This is an optimization exercise on Yosys and OpenROAD, whose aim is small area and a short achievable clock period, not a production implementation.
The RTL was checked by simulation tests, not by an equivalence proof against the original design.
In every run shown here, the design's own scripts or RTL, not TritonCTS, make the clock network.
No driver is modelled on the clock port, so clock power and skew are understated where the tree is cut down; a real chip needs a root buffer or a tree.
Power figures rest on the tool's default switching activity, not on a simulated workload.

`flow/flow/run.sh`:
```
#!/bin/bash
# Own layout flow: the standard ORFS flow (standard.sh), with these changes:
#  - synthesis is the standard flow's synthesis script unchanged except for the abc script
#    (flow/abc.script, an area-oriented mapping) and any extra abc options
#    in flow/abc_args (cells abc may not use); registers are mapped by the
#    same dfflibmap step before abc, so their names and cells are unchanged;
#  - extra ORFS make variables, one per line, from flow/make_args
#    (port buffer cell, clock tree options, kept modules); @W@ in a line
#    stands for the work folder.
#  - optionally (flow/late_margin) a different setup slack margin for the
#    steps after clock tree synthesis.
# Every tool's output goes to flow.log (and flow_finish.log) in the work folder, and ORFS writes its
# own per-step logs under orfs/logs.
set -euo pipefail
W=$(pwd)
extra=""
[[ -f "$W/flow/abc_args" ]] && extra=$(tr '\n' ' ' < "$W/flow/abc_args")
sed 's#log_cmd abc {\*}\$abc_args#log_cmd abc -script '"$W"'/flow/abc.script {*}[lrange $abc_args 2 end] '"$extra"'#' \
  "$FLOW_HOME/scripts/synth.tcl" > "$W/my_synth.tcl"
grep -q 'flow/abc.script' "$W/my_synth.tcl"
sed "s#source \$::env(SCRIPTS_DIR)/synth.tcl#source $W/my_synth.tcl#" "$W/synth_recipe.tcl" > "$W/my_synth_recipe.tcl"
grep -q 'my_synth.tcl' "$W/my_synth_recipe.tcl"
sed "s#SYNTH_SCRIPT=[^ ]*#SYNTH_SCRIPT=$W/my_synth_recipe.tcl#" "$W/standard.sh" > "$W/my_standard.sh"
grep -q 'my_synth_recipe.tcl' "$W/my_standard.sh"
args=()
if [[ -f "$W/flow/make_args" ]]; then
  while IFS= read -r line; do
    [[ -n "$line" && "$line" != \#* ]] && args+=("${line//@W@/$W}")
  done < "$W/flow/make_args"
fi
if [[ -f "$W/flow/late_margin" ]]; then
  # up to clock tree synthesis with config.mk's SETUP_SLACK_MARGIN, the rest
  # (global route's repair) with the margin in flow/late_margin
  bash "$W/my_standard.sh" "${args[@]}" cts > "$W/flow.log" 2>&1
  bash "$W/my_standard.sh" "${args[@]}" "SETUP_SLACK_MARGIN=$(tr -d ' \n' < "$W/flow/late_margin")" finish > "$W/flow_finish.log" 2>&1
else
  bash "$W/my_standard.sh" "${args[@]}" finish > "$W/flow.log" 2>&1
fi
```
`flow/flow/abc.script`:
```
strash
&get -n
&dch
&nf -R 1000 -p
&put
```
`flow/flow/late_margin`:
```
2.3
```
`flow/flow/make_args`:
```
BUFFER_PORTS_ARGS=-buffer_cell sky130_fd_sc_hd__buf_2
PRE_CTS_TCL=@W@/flow/pre_cts.tcl
SYNTH_KEEP_MODULES=OVT_AOI22 OVT_AOI41 OVT_NEN OVT_LOGIC OVT_AO222 OVT_AO22
REMOVE_ABC_BUFFERS=1
```
`flow/flow/pre_cts.tcl`:
```
# Sourced by ORFS's cts.tcl before clock_tree_synthesis (PRE_CTS_TCL).
# The design has 65 flip-flops close together.  Instead of TritonCTS's
# H-tree, the flip-flops are split into four groups by location (halves in
# x, then halves in y) and the clock port drives one clock buffer per group,
# placed at the group's centroid; clock_tree_synthesis is then a no-op.
set pre_cts_buf [expr {[info exists ::env(PRE_CTS_BUF)] ? $::env(PRE_CTS_BUF) : "sky130_fd_sc_hd__clkbuf_8"}]
set block [ord::get_db_block]
set clk_master [[ord::get_db] findMaster $pre_cts_buf]
set clk_net [$block findNet clk]
set sinks {}
foreach it [$clk_net getITerms] {
  set box [[$it getInst] getBBox]
  lappend sinks [list $it [expr {([$box xMin] + [$box xMax]) / 2}] [expr {([$box yMin] + [$box yMax]) / 2}]]
}
proc pre_cts_halves { items idx } {
  set s [lsort -integer -index $idx $items]
  set h [expr {[llength $s] / 2}]
  return [list [lrange $s 0 [expr {$h - 1}]] [lrange $s $h end]]
}
set groups {}
foreach half [pre_cts_halves $sinks 1] {
  foreach quarter [pre_cts_halves $half 2] { lappend groups $quarter }
}
set g 0
foreach group $groups {
  set sx 0
  set sy 0
  foreach s $group {
    set sx [expr {$sx + [lindex $s 1]}]
    set sy [expr {$sy + [lindex $s 2]}]
  }
  set n [llength $group]
  set buf [odb::dbInst_create $block $clk_master clkbuf_g$g]
  set net [odb::dbNet_create $block clk_g$g]
  $net setSigType CLOCK
  foreach s $group {
    set it [lindex $s 0]
    $it disconnect
    $it connect $net
  }
  [$buf findITerm A] connect $clk_net
  [$buf findITerm X] connect $net
  $buf setLocation [expr {$sx / $n}] [expr {$sy / $n}]
  $buf setPlacementStatus PLACED
  puts "pre_cts.tcl: clkbuf_g$g ($pre_cts_buf) drives $n clock pins"
  incr g
}
proc clock_tree_synthesis { args } {
  puts "pre_cts.tcl: clock_tree_synthesis skipped (one clock buffer per flip-flop group)"
}
```
`flow/standard.sh`:
```
#!/bin/bash
# synth_recipe.tcl (not shown) runs the flow's synth.tcl, then flattens the netlist and writes it again
# the make line also repeats each setting of config.mk as NAME=value (left out here)
make -C /OpenROAD-flow-scripts/flow DESIGN_CONFIG=/design/flow/config.mk WORK_HOME=/design/flow/orfs CLKGATE_MAP_FILE= SYNTH_SCRIPT=/design/flow/synth_recipe.tcl "${@:-finish}"
```
`flow/config.mk`:
```
export PLATFORM = sky130hd
export DESIGN_NAME = CPU
export DESIGN_NICKNAME = CPU
export VERILOG_FILES = /design/flow/design.v
export SDC_FILE = /design/flow/constraint.sdc
export NUM_CORES = 4
export LEC_CHECK = 0
export CAP_MARGIN = 20
export CORE_MARGIN = 2
export CORE_UTILIZATION = 40
export SETUP_SLACK_MARGIN = 2.45
export SLEW_MARGIN = 20
```
`flow/constraint.sdc`:
```
create_clock -name core_clock -period 6.0 [get_ports {clk}]
set_input_delay 1.2000 -clock core_clock [delete_from_list [all_inputs] [get_ports {clk}]]
set_output_delay 1.2000 -clock core_clock [all_outputs]
set_load 0.01 [all_outputs]
```
`flow/design.v`:
```
module CPU (clk, input_8bit, output_8bit, cmd_addr, cmd_8bit, rst);
  input  wire       clk;
  input  wire       rst;
  input  wire [7:0] input_8bit;
  input  wire [7:0] cmd_8bit;
  output wire [7:0] output_8bit;
  output reg  [7:0] cmd_addr;
  reg [7:0] r0, r1, r2, r3, r4, r5;
  reg       j;
  reg       b1, b2;
  wire [1:0] op = cmd_8bit[7:6];
  wire [2:0] s  = cmd_8bit[5:3];
  wire [2:0] d  = cmd_8bit[2:0];
  wire is_imm = (op == 2'b00);
  wire is_cal = (op == 2'b01);
  wire is_cpy = (op == 2'b10);
  wire is_cnd = (op == 2'b11);
  wire [6:0] q;
  genvar k;
  generate
    for (k = 0; k < 7; k = k + 1) begin : dec
      assign q[k] = (s == k);
    end
  endgenerate
  wire out_en_n;
  OVT_NEN uen (.op(op), .rst(rst), .d(d), .y(out_en_n));
  wire [7:0] bus;
  genvar i;
  generate
    for (i = 0; i < 8; i = i + 1) begin : src
      wire x01, x23, x45;
      wire x6 = ~(q[6] & input_8bit[i]);
      OVT_AOI22 u01 (.a(q[0]), .b(r0[i]), .c(q[1]), .d(r1[i]), .y(x01));
      OVT_AOI22 u23 (.a(q[2]), .b(r2[i]), .c(q[3]), .d(r3[i]), .y(x23));
      OVT_AOI22 u45 (.a(q[4]), .b(r4[i]), .c(q[5]), .d(r5[i]), .y(x45));
      OVT_AOI41 ub  (.a(x01), .b(x23), .c(x45), .d(x6), .e(rst), .y(bus[i]));
      OVT_AOI41 uo  (.a(x01), .b(x23), .c(x45), .d(x6), .e(out_en_n), .y(output_8bit[i]));
    end
  endgenerate
  wire [7:0] b   = r2 ^ {8{d[0]}};
  wire [7:0] sum = r1 + b + {7'd0, d[0]};
  wire       nd0 = ~d[0];
  wire       inv = d[0] ^ d[1];
  wire [7:0] lg;
  genvar m;
  generate
    for (m = 0; m < 8; m = m + 1) begin : logic_op
      OVT_LOGIC ul (.a(r1[m]), .b(r2[m]), .c(nd0), .x(inv), .y(lg[m]));
    end
  endgenerate
  wire z = (r3 == 8'd0);
  wire n = r3[7];
  wire t = d[2] ^ (d[0] & z | d[1] & n);
  wire jump = is_cnd & t;
  wire k_imm = ~rst & is_imm;
  wire k_cp0 = ~is_imm;
  wire [7:0] r0_in;
  generate
    for (m = 0; m < 8; m = m + 1) begin : r0_sel
      OVT_AO22 u0 (.a(k_imm), .b(cmd_8bit[m]), .c(k_cp0), .d(bus[m]), .y(r0_in[m]));
    end
  endgenerate
  wire k_sum = ~rst & is_cal & d[2] & ~d[1];
  wire k_lg  = ~rst & is_cal & ~d[2];
  wire k_bus = ~is_cal;
  wire [7:0] r3_in;
  generate
    for (m = 0; m < 8; m = m + 1) begin : r3_sel
      OVT_AO222 us (.a(k_sum), .b(sum[m]), .c(k_lg), .d(lg[m]), .e(k_bus), .f(bus[m]), .y(r3_in[m]));
    end
  endgenerate
  wire we0 = rst | is_imm | (is_cpy & d == 3'd0);
  wire we1 = rst | (is_cpy & d == 3'd1);
  wire we2 = rst | (is_cpy & d == 3'd2);
  wire we3 = rst | is_cal | (is_cpy & d == 3'd3);
  wire we4 = rst | (is_cpy & d == 3'd4);
  wire we5 = rst | (is_cpy & d == 3'd5);
  always @(posedge clk) begin
    if (we0) r0 <= r0_in;
    if (we1) r1 <= bus;
    if (we2) r2 <= bus;
    if (we3) r3 <= r3_in;
    if (we4) r4 <= bus;
    if (we5) r5 <= bus;
  end
  wire [7:0] a_inc = cmd_addr + {7'd0, ~(b1 | b2)};
  wire k_j   = ~rst & j;
  wire k_inc = ~rst & ~j;
  wire [7:0] a_next;
  generate
    for (m = 0; m < 8; m = m + 1) begin : a_sel
      OVT_AO22 ua (.a(k_j), .b(r0[m]), .c(k_inc), .d(a_inc[m]), .y(a_next[m]));
    end
  endgenerate
  always @(posedge clk) begin
    cmd_addr <= a_next;
    if (rst) begin
      j        <= 1'b0;
      b1       <= 1'b1;
      b2       <= 1'b0;
    end else begin
      j        <= jump;
      b1       <= 1'b0;
      b2       <= b1;
    end
  end
endmodule
module OVT_AOI22 (a, b, c, d, y);
  input  wire a, b, c, d;
  output wire y;
  assign y = ~(a & b | c & d);
endmodule
module OVT_AOI41 (a, b, c, d, e, y);
  input  wire a, b, c, d, e;
  output wire y;
  assign y = ~(a & b & c & d | e);
endmodule
module OVT_NEN (op, rst, d, y);
  input  wire [1:0] op;
  input  wire       rst;
  input  wire [2:0] d;
  output wire       y;
  assign y = ~(op[1] & ~op[0] & ~rst & d[2] & d[1] & ~d[0]);
endmodule
module OVT_LOGIC (a, b, c, x, y);
  input  wire a, b, c, x;
  output wire y;
  assign y = (a & b | a & c | b & c) ^ x;
endmodule
module OVT_AO222 (a, b, c, d, e, f, y);
  input  wire a, b, c, d, e, f;
  output wire y;
  assign y = a & b | c & d | e & f;
endmodule
module OVT_AO22 (a, b, c, d, y);
  input  wire a, b, c, d;
  output wire y;
  assign y = a & b | c & d;
endmodule
```
==> reports/qor.txt, run 1 <==
Headroom to the max-slew limit: 33.7%
RD Place Congestion: 0.816
Dpl cell area: 3410 um^2
RSZ-0062 raised after global routing: no
Min-delay src: b1$_DFF_P_
Hold depth: 1
Cells after synthesis: 250
Slowest CP cell: a41oi_1
Final max-slew violation count: 0
Initial core utilization: 40.7%
Syn_area_per_cell: 12.5 um^2
Crit end category: output port
GR Util All Layers: 18.6%
Tot Pwr: 0.831 mW
RR Endpoint: r3[7]$_DFFE_PP_
CP Cell Sequence: buf_2, nor3b_4, buf_4, a22oi_1, a41oi_1, buf_2
Initial antenna violation count: 0
Seq cells post-synth: 59
Static leakage: 1.38 nW
Peak VDD IR: 0.134 mV
DR WL/cell: 19.9 um
Layout cell share with drive strength beyond 1: 19.1%
Buffers on Ports: 33
Global route overflow: 0
Drt pass-1 iters: 5
Worst-Margin Slew: 0.986 ns
Startpoint types: input pin
Status: complete, no violations
Die X: 92.2 um
Starting DRT DRC Count: 171
PwrDens: 230 nW/um^2
Post-synth cell types: 31
R2R setup slack: 3.45 ns
Core Region: 7650 um^2
Slowest stage delay, CP: 0.26 ns
Vias in the first global route: 2,290
R2r worst-path depth: 9
Max-cap violation count: 0
Final Instance Area: 3610 um^2
Clock Pin Slew Worst Setup and Hold Paths: 0.09 ns
Diode count: 0
Latest clock arrival within the worst-skew pair: 0.15 ns
Hold Path Sink: b2$_SDFF_PP0_
F_max: 0.278 GHz
Hold Buf Count CTS: 0
Worst R2R Start: r2[2]$_DFFE_PP_
Die height: 92.2 um
Synth Warn #: 1
DRT antenna net count: 0
Routed wire length: 7990 um
Final min period: 3.59 ns
Via count: 2,400
Synth Flop Type: edfxtp_1
WP data arrival: 2.39 ns
Crit Path Category: input pin to output port
Number of synthesized flops with an enable pin: 48
Area delta synth->final: 16.1%
Tcrit/Tclk final: 59.9%
Synth async-reset ratio: 0%
Io pins: 34
Hold WC Path Type: flop to flop
Die area: 8500 um^2
First-pass GRT wire length: 12,400 um
Detailed placement HPWL: 5830 um
Nets@finish: 332
Final hold vios: 0
CP most frequent cell: buf_2
Clock Skew: 0.00684 ns
Largest net degree at the start of global routing: 24
Final setup violation count: 0
Mapped Area: 3110 um^2
Setup TNS: 0 ns
Req. time, crit path: 4.80 ns
Sequential element share of the synthesized area: 53.4%
Via-per-instance ratio: 5.99
Residual DRC: 0
Maximum fanout along the worst path: 8
Num rows: 32
==> worst max-delay path by stage <==
stage,from,end,slack [ns],depth (start not counted)
finish,cmd_8bit[5],output_8bit[2],2.41,6
global route,cmd_8bit[5],output_8bit[2],2.33,6
global placement,cmd_8bit[5],output_8bit[7],1.85,5
detailed placement,cmd_8bit[5],output_8bit[7],1.80,5
floorplan,cmd_8bit[4],output_8bit[0],2.52,3
CTS,cmd_8bit[5],output_8bit[7],2.43,6
==> cell usage after synthesis (all sizes together), types with 2 or more instances <==
cell type | n | area, um^2
a41oi | 16 | 140
maj3 | 8 | 80.1
a222oi | 8 | 80.1
and3b | 2 | 17.5
o21ai | 3 | 15.0
xnor2 | 7 | 61.3
nor2b | 3 | 18.8
ha | 12 | 150
nand3 | 4 | 20.0
and3 | 2 | 12.5
nand3b | 2 | 15.0
a31o | 4 | 35.0
nor4 | 3 | 18.8
clkinv | 12 | 45.0
xor2 | 23 | 201
a22o | 16 | 140
a22oi | 24 | 180
nor3b | 3 | 22.5
a21oi | 3 | 15.0
nor2 | 8 | 30.0
dfxtp | 11 | 220
nand2 | 17 | 63.8
edfxtp | 48 | 1440
nor3 | 4 | 20.0
==> repair_timing <==
| action | in CTS | in global routing |
|---|---|---|
| setup buffers | 11 | 0 |
| endpoints found under the setup margin | 16 | 0 |
| gates resized for setup | 16 | 0 |
==> flip-flops by register name (all words and copies together), names as in the netlist <==
| signal | count |
|---|---|
| cmd_addr | 8 |
| r0 | 8 |
| r1 | 8 |
| r2 | 8 |
| r3 | 8 |
| r4 | 8 |
| r5 | 8 |
| b1 | 1 |
| b2 | 1 |
| j | 1 |
==> placed cells by master, fill, tap and decap left out <==
cell / instances
nor2_4: 1
o21ai_0: 2
and3_1: 2
a211oi_1: 1
o21ai_1: 1
dfxtp_1: 11
nand2_1: 17
nor3b_4: 3
nand3_1: 4
a22oi_1: 24
a31o_1: 4
nor3_1: 3
xor2_1: 23
a21oi_1: 3
a222oi_1: 8
buf_2: 32
a32oi_1: 1
a311o_1: 1
clkbuf_8: 4
nand2b_1: 1
xnor2_1: 7
and3b_2: 2
nor2b_1: 3
nor4_1: 3
buf_4: 13
maj3_1: 8
nand3b_1: 2
a21o_1: 1
a22o_1: 16
a41oi_1: 16
ha_1: 12
nor3_4: 1
clkinv_1: 11
nor2_1: 7
edfxtp_1: 48
clkinv_4: 1
a211o_1: 1
fa_1: 1
==> power breakdown <==
part | total, mW | switching, mW | internal [mW] | leakage (nW)
clock network | 0.159 | 0.0976 | 0.0616 | 0.0288
registers | 0.510 | 0.0260 | 0.484 | 0.590
logic | 0.162 | 0.0948 | 0.0672 | 0.757
total | 0.831 | 0.218 | 0.613 | 1.38
==> modules after synthesis (local to each module, per instance) <==
module | times used | cell area [um^2] | cells | flops+latches
OVT_LOGIC | 8 | 18.8 | 2 | 0
OVT_AO22 | 16 | 8.76 | 1 | 0
OVT_AOI41 | 16 | 8.76 | 1 | 0
CPU | 1 | 2380 | 159 | 59
OVT_AOI22 | 24 | 7.51 | 1 | 0
OVT_AO222 | 8 | 13.8 | 2 | 0
OVT_NEN | 1 | 16.3 | 3 | 0
==> layer usage <==
layer	GRT usage [%]	wire length [um]	up-vias
met5	0	0	-
met4	2.86	127	0
met3	1.15	341	15
met2	33.1	3970	63
met1	25.6	3550	1191
li1	-	-	1131
==> kinds of logic after synthesis <==
family,count (synthesis),share of synthesized area (%)
fa+ha+maj,21,8.04
simple gates,49,7.88
compound gates,79,20.8
buf+inv,12,1.45
flops,59,53.4
xor+xnor,30,8.44
==> stage by stage <==
stage          setup WS, ns  utilization (%)  instances  hold slack [ns]
5_1_grt                2.33             47.3        401            0.504
2_1_floorplan          2.52                -        250            0.439
6_report               2.41             47.3        401            0.473
3_3_place_gp           1.85             44.6        386            0.450
3_5_place_dp           1.80             44.6        386            0.464
4_1_cts                2.43             47.3        401            0.465
==> critical path, delay by kind of cell <==
kind	cells	cell delay [ns]
buffers and inverters	3	0.58
AOI/OAI and AO/OA	2	0.37
and+or+nand+nor	1	0.24
==> layout make-up <==
| class | count | area, um^2 |
|---|---|---|
| timing repair buffer | 45 | 258 |
| fill | 718 | 4030 |
| tap | 102 | 128 |
| buffer | 4 | 55.1 |
| multi-input combinational | 179 | 1460 |
| sequential | 59 | 1660 |
| inverter | 12 | 50.0 |
==> inputs of run 2 (changes only) <==
--- a/flow/config.mk
+++ b/flow/config.mk
@@ -7,6 +7,6 @@
 export LEC_CHECK = 0
 export CAP_MARGIN = 20
 export CORE_MARGIN = 2
-export CORE_UTILIZATION = 40
-export SETUP_SLACK_MARGIN = 2.45
+export CORE_UTILIZATION = 65
+export SETUP_SLACK_MARGIN = 2.5
 export SLEW_MARGIN = 20
==> run 2 against run 1 <==
  * Largest cell class unchanged
  * Die area shrank 37%
  * Global-route usage grew 10 points
  * First-iteration DRC count grew 36%
  * Maximum frequency grew 0.82%
  * Clock power is essentially flat
  * Synthesized cell count is the same
  * Synthesized area is the same
  * Combinational power is essentially flat
  * Worst hold slack gained 0.0041 ns
  * Register-to-register slack is essentially flat
  * Core utilization grew 28 points
  * Clock skew grew 0.0056 ns
==> reports/qor.txt, run 2 <==
DR WL/cell: 22.1 um (was 19.9 um)
Via-per-instance ratio: 6.99 (was 5.99)
Hold depth: 1 (unchanged)
Hold WC Path Type: flop to flop (unchanged)
GR Util All Layers: 29.0% (was 18.6%)
Tot Pwr: 0.830 mW (was 0.831 mW)
Number of synthesized flops with an enable pin: 48 (unchanged)
Final setup violation count: 0 (unchanged)
Layout cell share with drive strength beyond 1: 18.4% (was 19.1%)
Synth top cells by count: edfxtp_1, a22oi_1, xor2_1 (unchanged)
Mapped Area: 3110 um^2 (unchanged)
RSZ-0062 raised after global routing: no (unchanged)
Buffers on Ports: 33 (unchanged)
Vias in the first global route: 2,268 (was 2,290)
Crit path max-delay family: buffers and inverters (unchanged)
Peak VDD IR: 0.195 mV (was 0.134 mV)
Final max-slew violation count: 0 (unchanged)
Nets@finish: 326 (was 332)
Io pins: 34 (unchanged)
Num rows: 25 (was 32)
Setup TNS: 0 ns (unchanged)
Clock Pin Slew Worst Setup and Hold Paths: 0.10 ns (was 0.09 ns)
Filler cells: 329 (was 718)
PwrDens: 235 nW/um^2 (was 230 nW/um^2)
Latest clock arrival within the worst-skew pair: 0.15 ns (about the same)
Storage element area: 1660 um^2 (unchanged)
Slowest CP cell: buf_2 (was a41oi_1)
Count leader, synth: edfxtp_1 (unchanged)
Req. time, crit path: 4.80 ns (about the same)
Routed wire length: 7660 um (was 7990 um)
Startpoint types: input pin (unchanged)
CP most frequent cell: buf_2 (unchanged)
Min-delay src: b1$_DFF_P_ (unchanged)
Crit. Startpoint: cmd_8bit[4] (was cmd_8bit[5])
Multi-input logic area: 1480 um^2 (was 1460 um^2)
Syn_area_per_cell: 12.5 um^2 (unchanged)
Seq cells post-synth: 59 (unchanged)
Status: complete, no violations (unchanged)
Buf/Inv on CP: 3 (unchanged)
Clock Skew: 0.0124 ns (was 0.00684 ns)
Cells after synthesis: 250 (unchanged)
Global route overflow: 0 (unchanged)
Sequential element share of the synthesized area: 53.4% (unchanged)
Initial core utilization: 66.8% (was 40.7%)
Diode count: 0 (unchanged)
Commonest non-fill, non-tap cell in the layout: edfxtp_1 (unchanged)
Hold Buf Count CTS: 0 (unchanged)
CP Cell Sequence: buf_2, nor3b_4, buf_4, a22oi_1, a41oi_1, buf_2 (unchanged)
R2r worst-path depth: 9 (unchanged)
R2R setup slack: 3.44 ns (was 3.45 ns)
Post-route core utilization: 75.7% (was 47.3%)
Core Region: 4660 um^2 (was 7650 um^2)
Crit Path Category: input pin to output port (unchanged)
Synth area leader: edfxtp_1 (unchanged)
Synth Warn #: 1 (unchanged)
Synth async-reset ratio: 0% (unchanged)
First-pass GRT wire length: 11,700 um (was 12,400 um)
Crit end category: output port (unchanged)
Via count: 2,425 (was 2,400)
Starting DRT DRC Count: 232 (was 171)
Headroom to the max-slew limit: 31.3% (was 33.7%)
F_max: 0.281 GHz (was 0.278 GHz)
Post-synth cell types: 31 (unchanged)
RR Endpoint: r3[7]$_DFFE_PP_ (unchanged)
Static leakage: 1.35 nW (was 1.38 nW)
RD Place Congestion: 0.849 (was 0.816)
Detailed placement HPWL: 5560 um (was 5830 um)
DRT antenna net count: 0 (unchanged)
Area delta synth->final: 13.4% (was 16.1%)
Tcrit/Tclk final: 59.4% (was 59.9%)
Max-cap violation count: 0 (unchanged)
WP data arrival: 2.36 ns (was 2.39 ns)
Die height: 73.2 um (was 92.2 um)
Die area: 5360 um^2 (was 8500 um^2)
Drt pass-1 iters: 5 (unchanged)
Residual DRC: 0 (unchanged)
Die X: 73.2 um (was 92.2 um)
Largest net degree at the start of global routing: 24 (unchanged)
Initial antenna violation count: 0 (unchanged)
Yosys top cell area share: 46.3% (unchanged)
Commonest non-fill, non-tap cells in the layout: edfxtp_1, buf_2, xor2_1 (was edfxtp_1, buf_2, a22oi_1)
Worst-Margin Slew: 1.02 ns (was 0.986 ns)
Final min period: 3.56 ns (was 3.59 ns)
Final hold vios: 0 (unchanged)
Hold Path Sink: b2$_SDFF_PP0_ (unchanged)
Maximum fanout along the worst path: 8 (unchanged)
Worst R2R Start: r2[2]$_DFFE_PP_ (unchanged)
Synth Flop Type: edfxtp_1 (unchanged)
Top cells by area, synth: edfxtp_1, dfxtp_1, xor2_1, a22oi_1, ha_1 (unchanged)
Slowest stage delay, CP: 0.23 ns (was 0.26 ns)
[run 2: cell counts after synthesis]
No cell type changed its count.
[run 2: cell type report]
type,instances,area share (%)
buffer,4,1.56
inverter,12,1.42
multi-input combinational,179,41.8
sequential,59,47.1
tap,54,1.91
timing repair buffer,39,6.20
[run 2: what timing repair did]
action,CTS,global route
gates resized for setup,20,0
setup endpoints to repair,15,0
buffers inserted,5,0
[run 2: per-stage QoR]
step           hold WS (ns)  cell area (um^2)  setup WS [ns]  cells
6_report              0.477              3530           2.44    347
4_1_cts               0.468              3530           2.48    347
3_5_place_dp          0.468              3350           1.93    338
5_1_grt               0.491              3530           2.39    347
2_1_floorplan         0.439              3110           2.52    250
3_3_place_gp          0.453              3350           1.93    338
[run 2: metal layers]
metal	vias up	share of wire, %	GRT usage, %
met5	-	0	0
met3	17	8.4	2.49
li1	1113	-	-
met2	128	46	46.5
met4	0	3.3	9.26
met1	1167	42	42.0
[run 2: cells by family after synthesis]
| family | after synthesis | synth area share (%) |
|---|---|---|
| AOI/OAI and AO/OA | 79 | 20.8 |
| xor gates and xnor gates | 30 | 8.44 |
| and+or+nand+nor | 49 | 7.88 |
| buffers and inverters | 12 | 1.45 |
| adders and majority gates | 21 | 8.04 |
| DFF | 59 | 53.4 |
[run 2: worst max path at each step]
stage                     endpoint  slack, ns  cells after the start
CTS                 output_8bit[7]       2.48                      6
finish              output_8bit[7]       2.44                      6
global route        output_8bit[7]       2.39                      6
floorplan           output_8bit[0]       2.52                      3
detailed placement  output_8bit[4]       1.93                      5
global placement    output_8bit[6]       1.93                      5
[run 2: modules after synthesis, one instance, submodules excluded]
module	times used	cell area [um^2]	flops+latches	cells
CPU	1	2380	59	159
OVT_AO22	16	8.76	0	1
OVT_AOI41	16	8.76	0	1
OVT_NEN	1	16.3	0	3
OVT_AO222	8	13.8	0	2
OVT_AOI22	24	7.51	0	1
OVT_LOGIC	8	18.8	0	2
[run 2: power by group]
part           switching, mW  total [mW]  internal, mW
combinational         0.0965       0.163        0.0667
clock                 0.0957       0.157        0.0615
sequential            0.0260       0.510         0.484
==> inputs of run 3 (changes only) <==
--- a/flow/config.mk
+++ b/flow/config.mk
@@ -7,6 +7,6 @@
 export LEC_CHECK = 0
 export CAP_MARGIN = 20
 export CORE_MARGIN = 2
-export CORE_UTILIZATION = 65
+export CORE_UTILIZATION = 55
 export SETUP_SLACK_MARGIN = 2.5
 export SLEW_MARGIN = 20
==> run 3 against run 2 <==
  * Clock skew hardly changed
  * Setup slack better by 0.050 ns
  * Synthesized area stayed put
  * Largest power group unchanged
  * Core utilization is 10 points lower
  * Worst hold slack worse by 0.0015 ns
  * Die area is 17% higher
  * First-iteration DRC count is 20% higher
  * Register-to-register slack better by 0.02 ns
==> reports/qor.txt, run 3 <==
Post-route core utilization: 65.8% (was 75.7%)
Tcrit/Tclk final: 58.6% (was 59.4%)
DR WL/cell: 21.9 um (was 22.1 um)
Detailed placement HPWL: 5800 um (was 5560 um)
Static leakage: 1.36 nW (was 1.35 nW)
Synth Flop Type: edfxtp_1 (unchanged)
RSZ-0062 raised after global routing: no (unchanged)
Sequential element share of the synthesized area: 53.4% (unchanged)
RR Endpoint: r3[7]$_DFFE_PP_ (unchanged)
Global route overflow: 0 (unchanged)
Synth async-reset ratio: 0% (unchanged)
Slowest stage delay, CP: 0.25 ns (was 0.23 ns)
Placed instance count: 356 (was 338)
Fin cells: 365 (was 347)
Residual DRC: 0 (unchanged)
Multi-input logic area: 1490 um^2 (was 1480 um^2)
Commonest non-fill, non-tap cell in the layout: edfxtp_1 (unchanged)
Diode count: 0 (unchanged)
Setup WS pre-CTS: 1.88 ns (was 1.93 ns)
Die height: 79.2 um (was 73.2 um)
Num rows: 27 (was 25)
R2r worst-path depth: 9 (unchanged)
Hold WS: 0.476 ns (was 0.477 ns)
Largest family of logic cells by synthesized area: compound AO/OA/AOI/OAI gates (unchanged)
Req. time, crit path: 4.80 ns (about the same)
Drt pass-1 iters: 5 (unchanged)
Initial antenna violation count: 0 (unchanged)
Setup TNS: 0 ns (unchanged)
Layout cell share with drive strength beyond 1: 19.1% (was 18.4%)
Synth Warn #: 1 (unchanged)
Post-synth cell types: 31 (unchanged)
Post-synthesis mux area share: 0% (unchanged)
Min-delay src: b1$_DFF_P_ (unchanged)
Final hold vios: 0 (unchanged)
Synth Area in Simple Gates: 7.88% (unchanged)
CP Cell Sequence: buf_4, nor3b_4, buf_12, a22oi_1, a41oi_1, buf_2 (was buf_2, nor3b_4, buf_4, a22oi_1, a41oi_1, buf_2)
R2R setup slack: 3.46 ns (was 3.44 ns)
Final max-slew violation count: 0 (unchanged)
Wl on met1: 3480 um (was 3230 um)
GR Util All Layers: 26.2% (was 29.0%)
Clock Skew: 0.0122 ns (was 0.0124 ns)
Synth area leader: edfxtp_1 (unchanged)
Largest net degree at the start of global routing: 24 (unchanged)
Mapped Area: 3110 um^2 (unchanged)
Via count: 2,435 (was 2,425)
Worst R2R Start: r2[2]$_DFFE_PP_ (unchanged)
Hold WC Path Type: flop to flop (unchanged)
Via-per-instance ratio: 6.67 (was 6.99)
Post-Synth XOR/XNOR Area: 8.44% (unchanged)
Syn_area_per_cell: 12.5 um^2 (unchanged)
RD Place Congestion: 0.845 (was 0.849)
Critical path depth: 6 (unchanged)
Buffers on Ports: 33 (unchanged)
Final setup violation count: 0 (unchanged)
Crit end category: output port (unchanged)
Synth top cells by count: edfxtp_1, a22oi_1, xor2_1 (unchanged)
DR WL met2: 3660 um (was 3540 um)
Startpoint types: input pin (unchanged)
Number of synthesized flops with an enable pin: 48 (unchanged)
Top cells by area, synth: edfxtp_1, dfxtp_1, xor2_1, a22oi_1, ha_1 (unchanged)
Latest clock arrival within the worst-skew pair: 0.15 ns (about the same)
Seq cells post-synth: 59 (unchanged)
Hold depth: 1 (unchanged)
Core Region: 5470 um^2 (was 4660 um^2)
Clock Pin Slew Worst Setup and Hold Paths: 0.10 ns (about the same)
DRT antenna net count: 0 (unchanged)
Filler cells: 444 (was 329)
Maximum fanout along the worst path: 8 (unchanged)
Slowest CP cell: nor3b_4 (was buf_2)
Worst-Margin Slew: 1.07 ns (was 1.02 ns)
Nets@finish: 326 (unchanged)
Max-cap violation count: 0 (unchanged)
Area delta synth->final: 15.6% (was 13.4%)
Status: complete, no violations (unchanged)
F_max: 0.285 GHz (was 0.281 GHz)
Headroom to the max-slew limit: 28.4% (was 31.3%)
Die X: 79.2 um (was 73.2 um)
Hold Path Sink: b2$_SDFF_PP0_ (unchanged)
Vias in the first global route: 2,254 (was 2,268)
Count leader, synth: edfxtp_1 (unchanged)
Die area: 6280 um^2 (was 5360 um^2)
Peak VDD IR: 0.220 mV (was 0.195 mV)
Compound-Gate Fraction of Synth Area: 20.8% (unchanged)
Initial core utilization: 56.9% (was 66.8%)
Io pins: 34 (unchanged)
Post-Synth Adder-Cell Area: 8.04% (unchanged)
Routed wire length: 7980 um (was 7660 um)
Final min period: 3.51 ns (was 3.56 ns)
Crit Path Category: input pin to output port (unchanged)
Yosys top cell area share: 46.3% (unchanged)
Hold Buf Count CTS: 0 (unchanged)
Buf/Inv on CP: 3 (unchanged)
Final WS setup: 2.49 ns (was 2.44 ns)
Crit path max-delay family: buffers and inverters (unchanged)
WP data arrival: 2.31 ns (was 2.36 ns)
Cells after synthesis: 250 (unchanged)
Commonest non-fill, non-tap cells in the layout: edfxtp_1, buf_2, xor2_1 (unchanged)
First-pass GRT wire length: 12,600 um (was 11,700 um)
DR top layer: met4 (unchanged)
Storage element area: 1660 um^2 (unchanged)
PwrDens: 232 nW/um^2 (was 235 nW/um^2)
Detail Route met3 WL: 536 um (was 643 um)
Starting DRT DRC Count: 279 (was 232)
[run 3: cell types whose count changed in the layout (fill, tap and decap cells not counted)]
cell	before	now
buf_12	0	3
buf_2	31	29
a21oi_1	3	2
a21oi_2	0	1
a22oi_1	21	20
a22oi_2	3	4
buf_6	1	0
[run 3: Yosys stat by module, one instance, submodules excluded]
module	flops+latches	cells
CPU	59	159
OVT_AOI41	0	1
OVT_LOGIC	0	2
OVT_AO222	0	2
OVT_NEN	0	3
OVT_AO22	0	1
OVT_AOI22	0	1
[run 3: logic make-up (layout without fill, tap and decap cells)]
| group | count (synthesis) | in the layout |
|---|---|---|
| DFF | 59 | 59 |
| xor gates and xnor gates | 30 | 30 |
| buffers and inverters | 12 | 55 |
| and+or+nand+nor | 49 | 49 |
| adders and majority gates | 21 | 21 |
| AOI/OAI and AO/OA | 79 | 79 |
[run 3: cell type report]
cell class              instances  area share (%)
inverters                      12            1.39
plain buffers                   4            1.53
multi-input cells             179            41.3
well taps                      72            2.50
flip-flops and latches         59            46.2
repair buffers                 39            7.16
[run 3: how the worst max path moves through the flow]
stage | start | endpoint | slack, ns
detailed placement | cmd_8bit[4] | output_8bit[4] | 1.88
global route | cmd_8bit[5] | output_8bit[6] | 2.39
global placement | cmd_8bit[4] | output_8bit[5] | 1.82
CTS | cmd_8bit[0] | r3[7]$_DFFE_PP_ | 2.47
finish | cmd_8bit[5] | output_8bit[7] | 2.49
floorplan | cmd_8bit[4] | output_8bit[0] | 2.52
[run 3: power by group]
part | internal [mW] | switching, mW | total, mW
logic | 0.0694 | 0.0973 | 0.167
registers | 0.484 | 0.0267 | 0.511
clock network | 0.0615 | 0.0960 | 0.158
total | 0.615 | 0.220 | 0.835
[run 3: worst register-to-register path, cell delays in order (launching register included)]
cell	delay (ns)
edfxtp_1	0.44
xor2_1	0.17
ha_1	0.33
and3_1	0.18
a211o_1	0.30
nand3_1	0.12
o21ai_0	0.15
xnor2_1	0.17
a222oi_1	0.34
clkinv_1	0.10
[run 3: metrics by stage]
stage	instance area, um^2	total power [mW]
finish	3600	0.835
global route	3600	0.872
CTS	3600	0.803
detailed placement	3380	0.670
global placement	3380	0.669
floorplan	3110	0.615
[run 3: what timing repair did]
item | 4_1_cts | 5_1_grt
gates resized for setup | 23 | 0
setup endpoints to repair | 24 | 0
setup buffers | 5 | 0
[run 3: layer usage]
metal  vias to the layer above  global-route usage [%]
met5                         -                       0
met4                         0                    6.90
met3                        22                    2.39
met2                       122                    41.8
met1                      1182                    38.7
li1                       1109                       -
==> inputs of run 4 (changes only) <==
==> flow/flow/late_margin (replaced) <==
2.4
==> run 4 against run 3 <==
  * Still clean on timing, DRC and antenna
  * Routed wire length increased by 0.99%
  * Worst hold slack barely moved
  * Clock skew grew 0.00068 ns
  * Register-to-register slack is essentially flat
  * Synthesized area stayed put
  * First-iteration DRC count decreased by 0.72%
  * Critical endpoint unchanged
==> reports/qor.txt, run 4 <==
Status: complete, no violations (unchanged)
RD Place Congestion: 0.845 (unchanged)
Detailed placement HPWL: 5800 um (unchanged)
Final min period: 3.53 ns (was 3.51 ns)
Io pins: 34 (unchanged)
Latest clock arrival within the worst-skew pair: 0.15 ns (about the same)
DR top layer: met4 (unchanged)
Number of synthesized flops with an enable pin: 48 (unchanged)
Synth Warn #: 1 (unchanged)
Maximum fanout along the worst path: 8 (unchanged)
Hold WC Path Type: flop to flop (unchanged)
Post-synth cell types: 31 (unchanged)
Slowest stage delay, CP: 0.27 ns (was 0.25 ns)
Commonest non-fill, non-tap cell in the layout: edfxtp_1 (unchanged)
Worst R2R Start: r2[2]$_DFFE_PP_ (unchanged)
Hold Path Sink: b2$_SDFF_PP0_ (unchanged)
Synth async-reset ratio: 0% (unchanged)
Diode count: 0 (unchanged)
Largest net degree at the start of global routing: 24 (unchanged)
Num rows: 27 (unchanged)
Synth area leader: edfxtp_1 (unchanged)
RSZ-0062 raised after global routing: no (unchanged)
Wl on met1: 3570 um (was 3480 um)
Hold Buf Count CTS: 0 (unchanged)
WP data arrival: 2.33 ns (was 2.31 ns)
Final WS setup: 2.47 ns (was 2.49 ns)
Starting DRT DRC Count: 277 (was 279)
Mapped Area: 3110 um^2 (unchanged)
Routed wire length: 8060 um (was 7980 um)
Buffers on Ports: 33 (unchanged)
RR Endpoint: r3[7]$_DFFE_PP_ (unchanged)
Startpoint types: input pin (unchanged)
Die height: 79.2 um (unchanged)
Synth top cells by count: edfxtp_1, a22oi_1, xor2_1 (unchanged)
Layout cell share with drive strength beyond 1: 19.5% (was 19.1%)
Peak VDD IR: 0.220 mV (about the same)
Tcrit/Tclk final: 58.9% (was 58.6%)
Final hold vios: 0 (unchanged)
Vias in the first global route: 2,254 (unchanged)
Initial antenna violation count: 0 (unchanged)
CP Cell Sequence: buf_4, nor3b_4, buf_12, a22oi_1, a41oi_1, buf_2 (unchanged)
Sequential element share of the synthesized area: 53.4% (unchanged)
Final max-slew violation count: 0 (unchanged)
Setup TNS: 0 ns (unchanged)
Buf/Inv on CP: 3 (unchanged)
Syn_area_per_cell: 12.5 um^2 (unchanged)
Slowest CP cell: a41oi_1 (was nor3b_4)
Commonest non-fill, non-tap cells in the layout: edfxtp_1, buf_2, xor2_1 (unchanged)
R2r worst-path depth: 9 (unchanged)
Drt pass-1 iters: 5 (unchanged)
Via-per-instance ratio: 6.59 (was 6.67)
Crit end category: output port (unchanged)
R2R setup slack: 3.45 ns (was 3.46 ns)
DR WL/cell: 22.1 um (was 21.9 um)
Cells after synthesis: 250 (unchanged)
Crit. Startpoint: cmd_8bit[5] (unchanged)
Top cells by area, synth: edfxtp_1, dfxtp_1, xor2_1, a22oi_1, ha_1 (unchanged)
Synth Flop Type: edfxtp_1 (unchanged)
Crit Path Category: input pin to output port (unchanged)
Area delta synth->final: 15.9% (was 15.6%)
Initial core utilization: 56.9% (unchanged)
Via count: 2,407 (was 2,435)
Final setup violation count: 0 (unchanged)
Detail Route met3 WL: 534 um (was 536 um)
Yosys top cell area share: 46.3% (unchanged)
Nets@finish: 326 (unchanged)
Clock Skew: 0.0129 ns (was 0.0122 ns)
Setup WS pre-CTS: 1.88 ns (unchanged)
Seq cells post-synth: 59 (unchanged)
Req. time, crit path: 4.80 ns (about the same)
GR Util All Layers: 26.2% (unchanged)
Crit path max-delay family: buffers and inverters (unchanged)
Min-delay src: b1$_DFF_P_ (unchanged)
Die X: 79.2 um (unchanged)
PwrDens: 231 nW/um^2 (was 232 nW/um^2)
Worst-Margin Slew: 1.05 ns (was 1.07 ns)
Residual DRC: 0 (unchanged)
Die area: 6280 um^2 (unchanged)
DRT antenna net count: 0 (unchanged)
Global route overflow: 0 (unchanged)
F_max: 0.283 GHz (was 0.285 GHz)
First-pass GRT wire length: 12,600 um (unchanged)
Headroom to the max-slew limit: 29.6% (was 28.4%)
Clock Pin Slew Worst Setup and Hold Paths: 0.10 ns (about the same)
Core Region: 5470 um^2 (unchanged)
Static leakage: 1.36 nW (about the same)
Count leader, synth: edfxtp_1 (unchanged)
Max-cap violation count: 0 (unchanged)
Hold depth: 1 (unchanged)
DR WL met2: 3710 um (was 3660 um)
==> run 4: area by class of cell <==
class,count,area [um^2]
inverter,12,50.0
buffer,4,55.1
timing repair buffer,39,258
multi-input combinational,179,1490
fill,444,1870
tap,72,90.1
sequential,59,1660
==> run 4: how the worst max path moves through the flow <==
stage	end	cells after the start
after floorplan	output_8bit[0]	3
after global placement	output_8bit[5]	5
after detailed placement	output_8bit[4]	5
after CTS	r3[7]$_DFFE_PP_	10
after global routing	output_8bit[7]	6
final	output_8bit[7]	6
==> run 4: per-module statistics from Yosys, one instance, submodules excluded <==
module / times used / cells inside / area [um^2]
CPU: 1 / 159 / 2380
OVT_LOGIC: 8 / 2 / 18.8
OVT_NEN: 1 / 3 / 16.3
OVT_AO222: 8 / 2 / 13.8
OVT_AO22: 16 / 1 / 8.76
OVT_AOI41: 16 / 1 / 8.76
OVT_AOI22: 24 / 1 / 7.51
==> run 4: per-stage QoR <==
stage	power, mW	hold WS, ns	utilization [%]	cell area [um^2]	cells
6_report	0.835	0.475	65.9	3610	365
5_1_grt	0.873	0.484	65.9	3610	365
4_1_cts	0.803	0.463	65.8	3600	365
3_5_place_dp	0.670	0.463	61.7	3380	356
3_3_place_gp	0.669	0.457	61.7	3380	356
2_1_floorplan	0.615	0.439	-	3110	250
==> run 4: repair_timing <==
item / CTS / global route
pin swaps: 3 / 0
buffers inserted: 5 / 0
resized for setup: 23 / 1
setup endpoints to repair: 24 / 1
==> run 4: per-layer routing <==
metal / vias up / track usage (%)
li1: 1107 / -
met1: 1174 / 38.7
met2: 112 / 41.8
met3: 14 / 2.39
met4: 0 / 6.90
met5: - / 0
==> run 4: cells by family after synthesis <==
logic type / after synthesis / share of synthesized area [%]
fa+ha+maj: 21 / 8.04
simple gates: 49 / 7.88
flops: 59 / 53.4
buf+inv: 12 / 1.45
compound gates: 79 / 20.8
xor+xnor: 30 / 8.44
==> run 4: report_power, final <==
part	total (mW)	leakage [nW]	internal, mW	switching, mW
Sequential	0.510	0.590	0.484	0.0265
Clock	0.157	0.0288	0.0615	0.0956
Combinational	0.167	0.742	0.0694	0.0979
==> inputs of run 5 (changes only) <==
==> flow/flow/abc.script (replaced) <==
strash
&get -n
&st
&dch -f
&nf -R 1000 -p
&put
strash
&get -n
&st
&dch -f
&nf -R 1000 -p
&put
strash
&get -n
&dch -f
&nf -R 1000 -p
&put
==> flow/flow/late_margin (replaced) <==
2.3
==> run 5 against run 4 <==
  * Routed wire length up 0.78%
  * Critical path depth unchanged
  * Critical endpoint unchanged
  * Sequential share of layout area up 0.13 points
  * Final area down 0.28%
  * Highest routed layer unchanged
  * Still clean
  * Sequential cell count unchanged
  * Clock skew down 0.0055 ns
  * Largest cell class unchanged
  * Sequential power about the same
==> reports/qor.txt, run 5 <==
Final min period: 3.59 ns (was 3.53 ns)
Peak VDD IR: 0.204 mV (was 0.220 mV)
Synth Warn #: 1 (unchanged)
Post-route core utilization: 65.7% (was 65.9%)
CP Cell Sequence: buf_4, nor3b_4, buf_4, a22oi_1, a41oi_1, buf_2 (was buf_4, nor3b_4, buf_12, a22oi_1, a41oi_1, buf_2)
Crit end category: output port (unchanged)
Top cells by area, synth: edfxtp_1, dfxtp_1, xor2_1, a22oi_1, ha_1 (unchanged)
Buffers on Ports: 33 (unchanged)
DRT antenna net count: 0 (unchanged)
Post-synth cell types: 30 (was 31)
Initial antenna violation count: 0 (unchanged)
Combinational Power Share: 20.1% (was 20.0%)
Clock Skew: 0.00745 ns (was 0.0129 ns)
Io pins: 34 (unchanged)
Starting DRT DRC Count: 310 (was 277)
F_max: 0.279 GHz (was 0.283 GHz)
Hold Buf Count CTS: 0 (unchanged)
WP data arrival: 2.39 ns (was 2.33 ns)
Switch share: 26.6% (was 26.4%)
Yosys top cell area share: 46.4% (was 46.3%)
Sequential element share of the synthesized area: 53.4% (about the same)
Worst-Margin Slew: 1.02 ns (was 1.05 ns)
Die area: 6270 um^2 (was 6280 um^2)
Synth top cells by count: edfxtp_1, xor2_1, a22oi_1 (was edfxtp_1, a22oi_1, xor2_1)
Commonest non-fill, non-tap cells in the layout: edfxtp_1, buf_2, xor2_1, a22oi_1, nand2_1 (was edfxtp_1, buf_2, xor2_1)
Crit path max-delay family: buffers and inverters (unchanged)
DR WL/cell: 21.9 um (was 22.1 um)
Synth async-reset ratio: 0% (unchanged)
Status: complete, no violations (unchanged)
RSZ-0062 raised after global routing: no (unchanged)
Latest clock arrival within the worst-skew pair: 0.15 ns (about the same)
Static leakage: 1.43 nW (was 1.36 nW)
Synth area leader: edfxtp_1 (unchanged)
Filler cells: 441 (was 444)
Num rows: 27 (unchanged)
Hold WC Path Type: flop to flop (unchanged)
Buf/Inv on CP: 3 (unchanged)
Global route overflow: 0 (unchanged)
Diode count: 0 (unchanged)
Core Region: 5470 um^2 (unchanged)
Area delta synth->final: 15.7% (was 15.9%)
Crit Path Category: input pin to output port (unchanged)
Req. time, crit path: 4.80 ns (about the same)
Final setup violation count: 0 (unchanged)
CP most frequent cell: buf_4
Clk pwr share: 18.9% (was 18.8%)
Final max-slew violation count: 0 (unchanged)
Maximum fanout along the worst path: 8 (unchanged)
GR Util All Layers: 26.7% (was 26.2%)
Via count: 2,459 (was 2,407)
Number of synthesized flops with an enable pin: 48 (unchanged)
Largest net degree at the start of global routing: 24 (unchanged)
Via-per-instance ratio: 6.63 (was 6.59)
Cells after synthesis: 250 (unchanged)
Routed wire length: 8130 um (was 8060 um)
Tcrit/Tclk final: 59.8% (was 58.9%)
Detailed placement HPWL: 5940 um (was 5800 um)
Nets@finish: 332 (was 326)
Residual DRC: 0 (unchanged)
Initial core utilization: 56.8% (was 56.9%)
Count leader, synth: edfxtp_1 (unchanged)
Startpoint types: input pin (unchanged)
Final hold vios: 0 (unchanged)
Vias in the first global route: 2,402 (was 2,254)
Setup TNS: 0 ns (unchanged)
Seq pwr share: 61.0% (was 61.1%)
Clock Pin Slew Worst Setup and Hold Paths: 0.09 ns (was 0.10 ns)
Die height: 79.2 um (about the same)
Max-cap violation count: 0 (unchanged)
Psw: 0.224 mW (was 0.220 mW)
Headroom to the max-slew limit: 31.6% (was 29.6%)
Synth Flop Type: edfxtp_1 (unchanged)
Syn_area_per_cell: 12.4 um^2 (was 12.5 um^2)
Die X: 79.2 um (about the same)
Slowest CP cell: a41oi_1 (unchanged)
Seq cells post-synth: 59 (unchanged)
RD Place Congestion: 0.883 (was 0.845)
Layout cell share with drive strength beyond 1: 19.4% (was 19.5%)
Int Power: 0.617 mW (was 0.615 mW)
PwrDens: 234 nW/um^2 (was 231 nW/um^2)
Mapped Area: 3110 um^2 (about the same)
First-pass GRT wire length: 12,800 um (was 12,600 um)
Slowest stage delay, CP: 0.29 ns (was 0.27 ns)
Drt pass-1 iters: 6 (was 5)
Hold WS: 0.473 ns (was 0.475 ns)
Commonest non-fill, non-tap cell in the layout: edfxtp_1 (unchanged)
## run 5: changes by cell type after synthesis, moves of 2 or more
cell      change
xnor2_1       -2
a21o_1        +4
and3_1        +3
clkinv_1      -2
a21oi_1       +3
xor2_1        +2
a31o_1        -4
nor2_1        -2
## run 5: area by class of cell
class,count,area (um^2),share of cell area [%]
plain buffers,4,55.1,1.53
inverters,10,42.5,1.18
multi-input cells,181,1480,41.1
flip-flops and latches,59,1660,46.2
well taps,72,90.1,2.50
repair buffers,45,269,7.48
## run 5: path summary, 6_finish.rpt
kind                        start         endpoint  slack (ns)  cells after the start
setup reg to reg  r2[2]$_DFFE_PP_  r3[7]$_DFFE_PP_        3.44                      9
setup / recovery      cmd_8bit[5]   output_8bit[7]        2.41                      6
hold / removal         b1$_DFF_P_    b2$_SDFF_PP0_        0.47                      1
hold reg to reg        b1$_DFF_P_    b2$_SDFF_PP0_        0.47                      1
## run 5: cell families (layout without fill, tap and decap cells)
kind of cell / after synthesis / in the layout / share of synthesized area, %
xor+xnor: 30 / 30 / 8.45
flops: 59 / 59 / 53.4
buf+inv: 10 / 59 / 1.21
fa+ha+maj: 21 / 21 / 8.05
compound gates: 80 / 80 / 20.6
simple gates: 50 / 50 / 8.29
## run 5: layer usage
layer / global-route usage [%] / routed length (um) / vias up
li1: - / - / 1118
met1: 37.3 / 3380 / 1173
met2: 42.7 / 3730 / 140
met3: 3.52 / 675 / 28
met4: 10.3 / 339 / 0
met5: 0 / 0 / -
## run 5: Yosys stat by module, one instance, submodules excluded, a selection
module	cell area, um^2	flip-flops and latches
OVT_AO22	8.76	0
CPU	2370	59
OVT_AO222	13.8	0
OVT_AOI41	8.76	0
OVT_AOI22	7.51	0
OVT_NEN	16.3	0
## run 5: power by group through the flow
stage	combinational, mW	sequential, mW	clock [mW]
2_1_floorplan	0.106	0.508	0
3_3_place_gp	0.148	0.521	0
3_5_place_dp	0.151	0.521	0
4_1_cts	0.166	0.521	0.119
5_1_grt	0.188	0.515	0.175
6_report	0.169	0.512	0.159
## run 5: stage by stage
stage	instance area (um^2)	std cells	power [mW]	setup slack, ns
6_report	3600	371	0.841	2.41
3_5_place_dp	3370	356	0.672	1.79
5_1_grt	3600	371	0.878	2.34
2_1_floorplan	3110	250	0.614	2.52
4_1_cts	3600	371	0.806	2.49
3_3_place_gp	3370	356	0.669	1.79
## run 5: timing repair
action                                  CTS  global route
endpoints found under the setup margin   48             0
buffers inserted                         11             0
resized for setup                        22             0
==> inputs of run 6 (changes only) <==
==> flow/flow/abc.script (replaced) <==
strash
&get -n
&fraig -x
&put
scorr
dc2
dretime
strash
&get -n
&dch -f
&nf -R 1000 -p
&put
==> run 6 against run 5 <==
  * Still clean on timing, DRC and antenna
  * Setup slack gained 0.040 ns
  * Clock skew shrank 0.00058 ns
  * Routed wire length shrank 1.9%
  * Sequential share of layout area shrank 0.90 points
  * Final area grew 2.0%
  * Cell count grew 1.1%
  * Synthesized area grew 0.36%
  * Critical path type unchanged
==> reports/qor.txt, run 6 <==
Int Power: 0.622 mW (was 0.617 mW)
Clk pwr share: 18.4% (was 18.9%)
Latest clock arrival within the worst-skew pair: 0.15 ns (about the same)
Crit end category: output port (unchanged)
Core Region: 5510 um^2 (was 5470 um^2)
Final min period: 3.55 ns (was 3.59 ns)
Final setup violation count: 0 (unchanged)
Synth top cells by count: edfxtp_1, a22oi_1, xor2_1 (was edfxtp_1, xor2_1, a22oi_1)
Worst-Margin Slew: 0.937 ns (was 1.02 ns)
Cells after synthesis: 251 (was 250)
Hold WC Path Type: flop to flop (unchanged)
Dpl cell area: 3380 um^2 (was 3370 um^2)
Req. time, crit path: 4.80 ns (about the same)
Maximum fanout along the worst path: 8 (unchanged)
Compound-Gate Fraction of Synth Area: 20.7% (was 20.6%)
RSZ-0062 raised after global routing: no (unchanged)
Post-synthesis mux area share: 0.361% (was 0%)
Mapped Area: 3120 um^2 (was 3110 um^2)
WP data arrival: 2.35 ns (was 2.39 ns)
Io pins: 34 (unchanged)
Area delta synth->final: 17.6% (was 15.7%)
Largest net degree at the start of global routing: 24 (unchanged)
DR WL/cell: 21.3 um (was 21.9 um)
Peak VDD IR: 0.171 mV (was 0.204 mV)
Count leader, synth: edfxtp_1 (unchanged)
Final max-slew violation count: 0 (unchanged)
DRT antenna net count: 0 (unchanged)
Die area: 6290 um^2 (was 6270 um^2)
Top cells by area, synth: edfxtp_1, dfxtp_1, a22oi_1, xor2_1, ha_1 (was edfxtp_1, dfxtp_1, xor2_1, a22oi_1, ha_1)
Nets@finish: 336 (was 332)
Vias in the first global route: 2,276 (was 2,402)
Synth Flop Type: edfxtp_1 (unchanged)
Via count: 2,409 (was 2,459)
F_max: 0.282 GHz (was 0.279 GHz)
Headroom to the max-slew limit: 37.1% (was 31.6%)
Synth Area in Simple Gates: 8.38% (was 8.29%)
Synth Warn #: 1 (unchanged)
Routed wire length: 7970 um (was 8130 um)
Buffers on Ports: 33 (unchanged)
Combinational Power Share: 20.8% (was 20.1%)
Sequential element share of the synthesized area: 53.2% (was 53.4%)
Drt pass-1 iters: 5 (was 6)
Final Instance Area: 3670 um^2 (was 3600 um^2)
Die X: 79.3 um (was 79.2 um)
RD Place Congestion: 0.838 (was 0.883)
Static leakage: 1.37 nW (was 1.43 nW)
Post-synth cell types: 34 (was 30)
Diode count: 0 (unchanged)
Layout cell share with drive strength beyond 1: 21.5% (was 19.4%)
First-pass GRT wire length: 12,600 um (was 12,800 um)
Synth async-reset ratio: 0% (unchanged)
Num rows: 27 (unchanged)
Initial core utilization: 56.7% (was 56.8%)
Seq cells post-synth: 59 (unchanged)
PwrDens: 230 nW/um^2 (was 234 nW/um^2)
Commonest non-fill, non-tap cells in the layout: edfxtp_1, buf_2, a22oi_1 (was edfxtp_1, buf_2, xor2_1, a22oi_1, nand2_1)
Final hold vios: 0 (unchanged)
Startpoint types: input pin (unchanged)
Starting DRT DRC Count: 181 (was 310)
Yosys top cell area share: 46.2% (was 46.4%)
Psw: 0.220 mW (was 0.224 mW)
GR Util All Layers: 26.5% (was 26.7%)
Commonest non-fill, non-tap cell in the layout: edfxtp_1 (unchanged)
Initial antenna violation count: 0 (unchanged)
Residual DRC: 0 (unchanged)
Global route overflow: 0 (unchanged)
Setup TNS: 0 ns (unchanged)
Status: complete, no violations (unchanged)
Post-Synth XOR/XNOR Area: 7.58% (was 8.45%)
Largest family of logic cells by synthesized area: compound AO/OA/AOI/OAI gates (unchanged)
CP most frequent cell: buf_2 (was buf_4)
Die height: 79.3 um (was 79.2 um)
Switch share: 26.1% (was 26.6%)
Synth area leader: edfxtp_1 (unchanged)
Hold WS: 0.470 ns (was 0.473 ns)
Clock Skew: 0.00687 ns (was 0.00745 ns)
Slowest CP cell: and3b_1 (was a41oi_1)
Clock Pin Slew Worst Setup and Hold Paths: 0.09 ns (about the same)
Tcrit/Tclk final: 59.1% (was 59.8%)
Number of synthesized flops with an enable pin: 48 (unchanged)
Detailed placement HPWL: 5730 um (was 5940 um)
CP Cell Sequence: buf_2, and3b_1, a22oi_1, a41oi_1, buf_2 (was buf_4, nor3b_4, buf_4, a22oi_1, a41oi_1, buf_2)
Crit Path Category: input pin to output port (unchanged)
Post-Synth Adder-Cell Area: 8.02% (was 8.05%)
Max-cap violation count: 0 (unchanged)
Via-per-instance ratio: 6.42 (was 6.63)
Seq pwr share: 60.8% (was 61.0%)
Slowest stage delay, CP: 0.40 ns (was 0.29 ns)
Syn_area_per_cell: 12.4 um^2 (about the same)
-- run 6: cells by family after synthesis --
logic type               count (synthesis)
AO/OA/AOI/OAI                           80
XOR/XNOR                                27
adder cells (fa/ha/maj)                 21
buffers and inverters                   14
flip-flops                              59
multiplexers                             1
AND/OR/NAND/NOR                         49
-- run 6: area by class of cell --
class | count | area, um^2
Timing Repair Buffer | 48 | 300
Buffer | 4 | 55.1
Tap cell | 72 | 90.1
Multi-Input combinational cell | 178 | 1510
Sequential cell | 59 | 1660
Fill cell | 421 | 1840
Inverter | 14 | 52.6
-- run 6: per-stage QoR --
stage | cells | power, mW | worst slack [ns] | util (%)
2_1_floorplan | 251 | 0.614 | 2.52 | -
3_3_place_gp | 357 | 0.668 | 1.86 | 61.4
3_5_place_dp | 357 | 0.672 | 1.84 | 61.4
4_1_cts | 375 | 0.813 | 2.46 | 66.6
5_1_grt | 375 | 0.881 | 2.34 | 66.6
6_report | 375 | 0.842 | 2.45 | 66.6
-- run 6: worst paths after layout --
kind,slack [ns],endpoint,start,depth (start not counted)
setup / recovery,2.45,output_8bit[7],cmd_8bit[3],5
hold / removal,0.47,b2$_SDFF_PP0_,b1$_DFF_P_,1
setup reg to reg,3.26,r3[7]$_DFFE_PP_,r2[1]$_DFFE_PP_,12
hold reg to reg,0.47,b2$_SDFF_PP0_,b1$_DFF_P_,1
-- run 6: Yosys stat by module, one instance, submodules excluded --
module	flip-flops and latches	cells
CPU	59	160
OVT_AO22	0	1
OVT_AO222	0	2
OVT_AOI22	0	1
OVT_AOI41	0	1
OVT_LOGIC	0	2
OVT_NEN	0	3
-- run 6: power groups by stage --
stage / Combinational, mW / Clock [mW] / Sequential, mW
global route: 0.194 / 0.171 / 0.516
CTS: 0.173 / 0.119 / 0.521
detailed placement: 0.152 / 0 / 0.520
finish: 0.175 / 0.155 / 0.512
floorplan: 0.107 / 0 / 0.508
global placement: 0.149 / 0 / 0.519
-- run 6: critical path: cells and delay by family --
family	cells	cell delay [ns]
AO/OA/AOI/OAI	2	0.34
buffers and inverters	2	0.40
AND/OR/NAND/NOR	1	0.40
-- run 6: routing by layer --
metal	track usage (%)	vias to the layer above	routed length [um]
met5	0	-	0
met4	4.48	0	170
met3	1.93	14	473
met2	46.9	108	3930
met1	36.6	1151	3400
li1	-	1136	-
-- run 6: repair_timing --
item	CTS	global route
gates resized for setup	26	0
endpoints found under the setup margin	16	0
hold buffers	0	0
setup buffers	14	0
==> inputs of run 7 (changes only) <==
==> flow/flow/abc.script (replaced) <==
strash
&get -n
&dch
&nf -R 1000 -p
&put
==> flow/flow/make_args (replaced) <==
BUFFER_PORTS_ARGS=-buffer_cell sky130_fd_sc_hd__buf_2
PRE_CTS_TCL=@W@/flow/pre_cts.tcl
SYNTH_KEEP_MODULES=OVT_AOI22 OVT_AOI41 OVT_NEN OVT_LOGIC OVT_AO222 OVT_AO22
REMOVE_ABC_BUFFERS=1
MATCH_CELL_FOOTPRINT=0
==> run 7 against run 6 <==
  * Synthesized area down 0.24%
  * Clock power is essentially flat
  * Final area fell by 1.6%
  * Core utilization is 0.66 points lower
  * Routed wire length is 0.56% higher
  * Largest power group unchanged
  * Highest routed layer unchanged
==> reports/qor.txt, run 7 <==
Status: complete, no violations (unchanged)
Cells after synthesis: 250 (was 251)
Largest net degree at the start of global routing: 24 (unchanged)
DR WL/cell: 21.9 um (was 21.3 um)
First-pass GRT wire length: 12,600 um (about the same)
Static leakage: 1.36 nW (was 1.37 nW)
Max-cap violation count: 0 (unchanged)
RSZ-0062 raised after global routing: no (unchanged)
Crit Path Category: input pin to output port (unchanged)
Top cells by area, synth: edfxtp_1, dfxtp_1, xor2_1, a22oi_1, ha_1 (was edfxtp_1, dfxtp_1, a22oi_1, xor2_1, ha_1)
Starting DRT DRC Count: 236 (was 181)
RR Endpoint: r3[6]$_DFFE_PP_ (was r3[7]$_DFFE_PP_)
R2R setup slack: 3.45 ns (was 3.26 ns)
Clock Skew: 0.0116 ns (was 0.00687 ns)
Post-synth cell types: 31 (was 34)
Final setup violation count: 0 (unchanged)
CP Capture Point: output_8bit[7] (unchanged)
Count leader, synth: edfxtp_1 (unchanged)
GR Util All Layers: 26.3% (was 26.5%)
Detailed placement HPWL: 5800 um (was 5730 um)
Diode count: 0 (unchanged)
Crit end category: output port (unchanged)
Synth async-reset ratio: 0% (unchanged)
Worst-Margin Slew: 1.04 ns (was 0.937 ns)
WP data arrival: 2.34 ns (was 2.35 ns)
Final Instance Area: 3610 um^2 (was 3670 um^2)
Io pins: 34 (unchanged)
Startpoint types: input pin (unchanged)
Die X: 79.2 um (was 79.3 um)
Yosys top cell area share: 46.3% (was 46.2%)
R2r worst-path depth: 9 (was 12)
Maximum fanout along the worst path: 8 (unchanged)
Residual DRC: 0 (unchanged)
Setup TNS: 0 ns (unchanged)
Number of synthesized flops with an enable pin: 48 (unchanged)
Synth Flop Type: edfxtp_1 (unchanged)
Vias in the first global route: 2,306 (was 2,276)
Via count: 2,431 (was 2,409)
Req. time, crit path: 4.80 ns (about the same)
Nets@finish: 327 (was 336)
Final min period: 3.54 ns (was 3.55 ns)
Syn_area_per_cell: 12.5 um^2 (was 12.4 um^2)
Latest clock arrival within the worst-skew pair: 0.15 ns (about the same)
Global route overflow: 0 (unchanged)
Tot Pwr: 0.835 mW (was 0.842 mW)
Initial core utilization: 56.9% (was 56.7%)
Filler cells: 442 (was 421)
Hold Buf Count CTS: 0 (unchanged)
Commonest non-fill, non-tap cells in the layout: edfxtp_1, buf_2, xor2_1 (was edfxtp_1, buf_2, a22oi_1)
Mapped Area: 3110 um^2 (was 3120 um^2)
Peak VDD IR: 0.209 mV (was 0.171 mV)
Routed wire length: 8020 um (was 7970 um)
Synth top cells by count: edfxtp_1, a22oi_1, xor2_1 (unchanged)
PwrDens: 231 nW/um^2 (was 230 nW/um^2)
Hold WC Path Type: flop to flop (unchanged)
F_max: 0.282 GHz (about the same)
Buffers on Ports: 33 (unchanged)
Synth area leader: edfxtp_1 (unchanged)
Initial antenna violation count: 0 (unchanged)
Hold WS: 0.475 ns (was 0.470 ns)
Clock Pin Slew Worst Setup and Hold Paths: 0.09 ns (about the same)
Via-per-instance ratio: 6.64 (was 6.42)
Area delta synth->final: 16.0% (was 17.6%)
Tcrit/Tclk final: 59.0% (was 59.1%)
Layout cell share with drive strength beyond 1: 19.4% (was 21.5%)
Die area: 6280 um^2 (was 6290 um^2)
DRT antenna net count: 0 (unchanged)
Final hold vios: 0 (unchanged)
Sequential element share of the synthesized area: 53.4% (was 53.2%)
Headroom to the max-slew limit: 30.0% (was 37.1%)
Final max-slew violation count: 0 (unchanged)
Seq cells post-synth: 59 (unchanged)
Die height: 79.2 um (was 79.3 um)
Drt pass-1 iters: 7 (was 5)
Core Region: 5470 um^2 (was 5510 um^2)
Commonest non-fill, non-tap cell in the layout: edfxtp_1 (unchanged)
Synth Warn #: 1 (unchanged)
Dpl cell area: 3380 um^2 (about the same)
Crit. Startpoint: cmd_8bit[4] (was cmd_8bit[3])
Worst R2R Start: r2[0]$_DFFE_PP_ (was r2[1]$_DFFE_PP_)
RD Place Congestion: 0.845 (was 0.838)
Num rows: 27 (unchanged)
run 7: changes by cell type after synthesis, sizes merged, moves of 3 or more:
cell and change:
a21oi -3, nor2b -3, nand2 +4, xor2 +5
run 7: through the flow:
step	setup slack, ns	instances	utilization [%]
after global placement	1.82	356	61.7
after detailed placement	1.88	356	61.7
after CTS	2.51	366	66.0
after floorplan	2.52	250	-
after global routing	2.39	366	66.0
final	2.46	366	66.0
run 7: report_power, final:
group	internal, mW	switching (mW)
clock	0.0615	0.0959
sequential	0.484	0.0266
combinational	0.0695	0.0978
total	0.615	0.220
run 7: metal layers:
metal	track usage [%]	routed length [um]	vias to the layer above
li1	-	-	1112
met1	38.8	3520	1182
met5	0	0	-
met3	2.27	559	19
met4	7.24	287	0
met2	41.8	3650	118
run 7: worst min-delay path by stage:
stage	startpoint	endpoint	slack (ns)	cells past startpoint
detailed placement	b1$_DFF_P_	b2$_SDFF_PP0_	0.46	1
CTS	b1$_DFF_P_	b2$_SDFF_PP0_	0.46	1
finish	b1$_DFF_P_	b2$_SDFF_PP0_	0.47	1
global placement	b1$_DFF_P_	b2$_SDFF_PP0_	0.46	1
floorplan	b1$_DFF_P_	b2$_SDFF_PP0_	0.44	1
global route	b1$_DFF_P_	b2$_SDFF_PP0_	0.48	1
run 7: layout make-up:
class	count	area, um^2	share of cell area (%)
flip-flops and latches	59	1660	46.0
well taps	72	90.1	2.50
multi-input cells	179	1490	41.2
plain buffers	4	55.1	1.53
inverters	12	48.8	1.35
repair buffers	40	265	7.35
run 7: cells by family after synthesis:
logic type | Yosys count | share of synthesized area [%]
AOI/OAI and AO/OA | 79 | 20.8
xor gates and xnor gates | 30 | 8.44
adders and majority gates | 21 | 8.04
buffers and inverters | 12 | 1.45
DFF | 59 | 53.4
and+or+nand+nor | 49 | 7.88
run 7: worst max-delay path, cell delays in order:
cell      delay [ns]
clkbuf_4        0.20
nand2_1         0.11
nor2_4          0.28
a22oi_1         0.15
a41oi_1         0.22
buf_2           0.18
run 7: Yosys stat by module, one instance, submodules excluded:
| module | cell area (um^2) | cells inside |
|---|---|---|
| OVT_AOI41 | 8.76 | 1 |
| OVT_AO222 | 13.8 | 2 |
| OVT_LOGIC | 18.8 | 2 |
| OVT_AOI22 | 7.51 | 1 |
| OVT_NEN | 16.3 | 3 |
| CPU | 2380 | 159 |
| OVT_AO22 | 8.76 | 1 |
run 7: what timing repair did:
| action | 4_1_cts | 5_1_grt |
|---|---|---|
| buffers inserted | 6 | 0 |
| gates resized for setup | 25 | 0 |
| endpoints found under the setup margin | 24 | 0 |

## port drivers added, routing unchanged
Ports are ideal in the flow. The routed layouts listed here were re-timed in OpenROAD.
Step 1 (the two cells are an assumption about what drives the block):
set clk [get_ports {clk}]
set_driving_cell -lib_cell sky130_fd_sc_hd__clkbuf_16 $clk
set_driving_cell -lib_cell sky130_fd_sc_hd__buf_2 [delete_from_list [all_inputs] $clk]
Step 2 times the ports against the registers' clock, not the clock port: input delays grow and output delays shrink by t, the midpoint of the rising clock arrivals with the driver on.
Three values: ideal ports, drivers, drivers and shift; two values: the first two.
run	t, ns	slack for setup (ns)	latest minus earliest clock arrival (ns)
run 1	0.207	2.407 / 2.385 / 2.385	0.007 / 0.007
run 2	0.202	2.436 / 2.413 / 2.413	0.012 / 0.013
run 3	0.209	2.487 / 2.449 / 2.449	0.013 / 0.013
run 4	0.209	2.466 / 2.435 / 2.435	0.013 / 0.014
run 5	0.210	2.412 / 2.385 / 2.385	0.007 / 0.008
run 6	0.209	2.452 / 2.431 / 2.405	0.008 / 0.008
run 7	0.211	2.459 / 2.401 / 2.401	0.013 / 0.012
After both steps setup and hold are still met in every run listed. The setup slack of run 7, which loses most, moves by -0.058 ns with the drivers and by -0.058 ns with both steps.
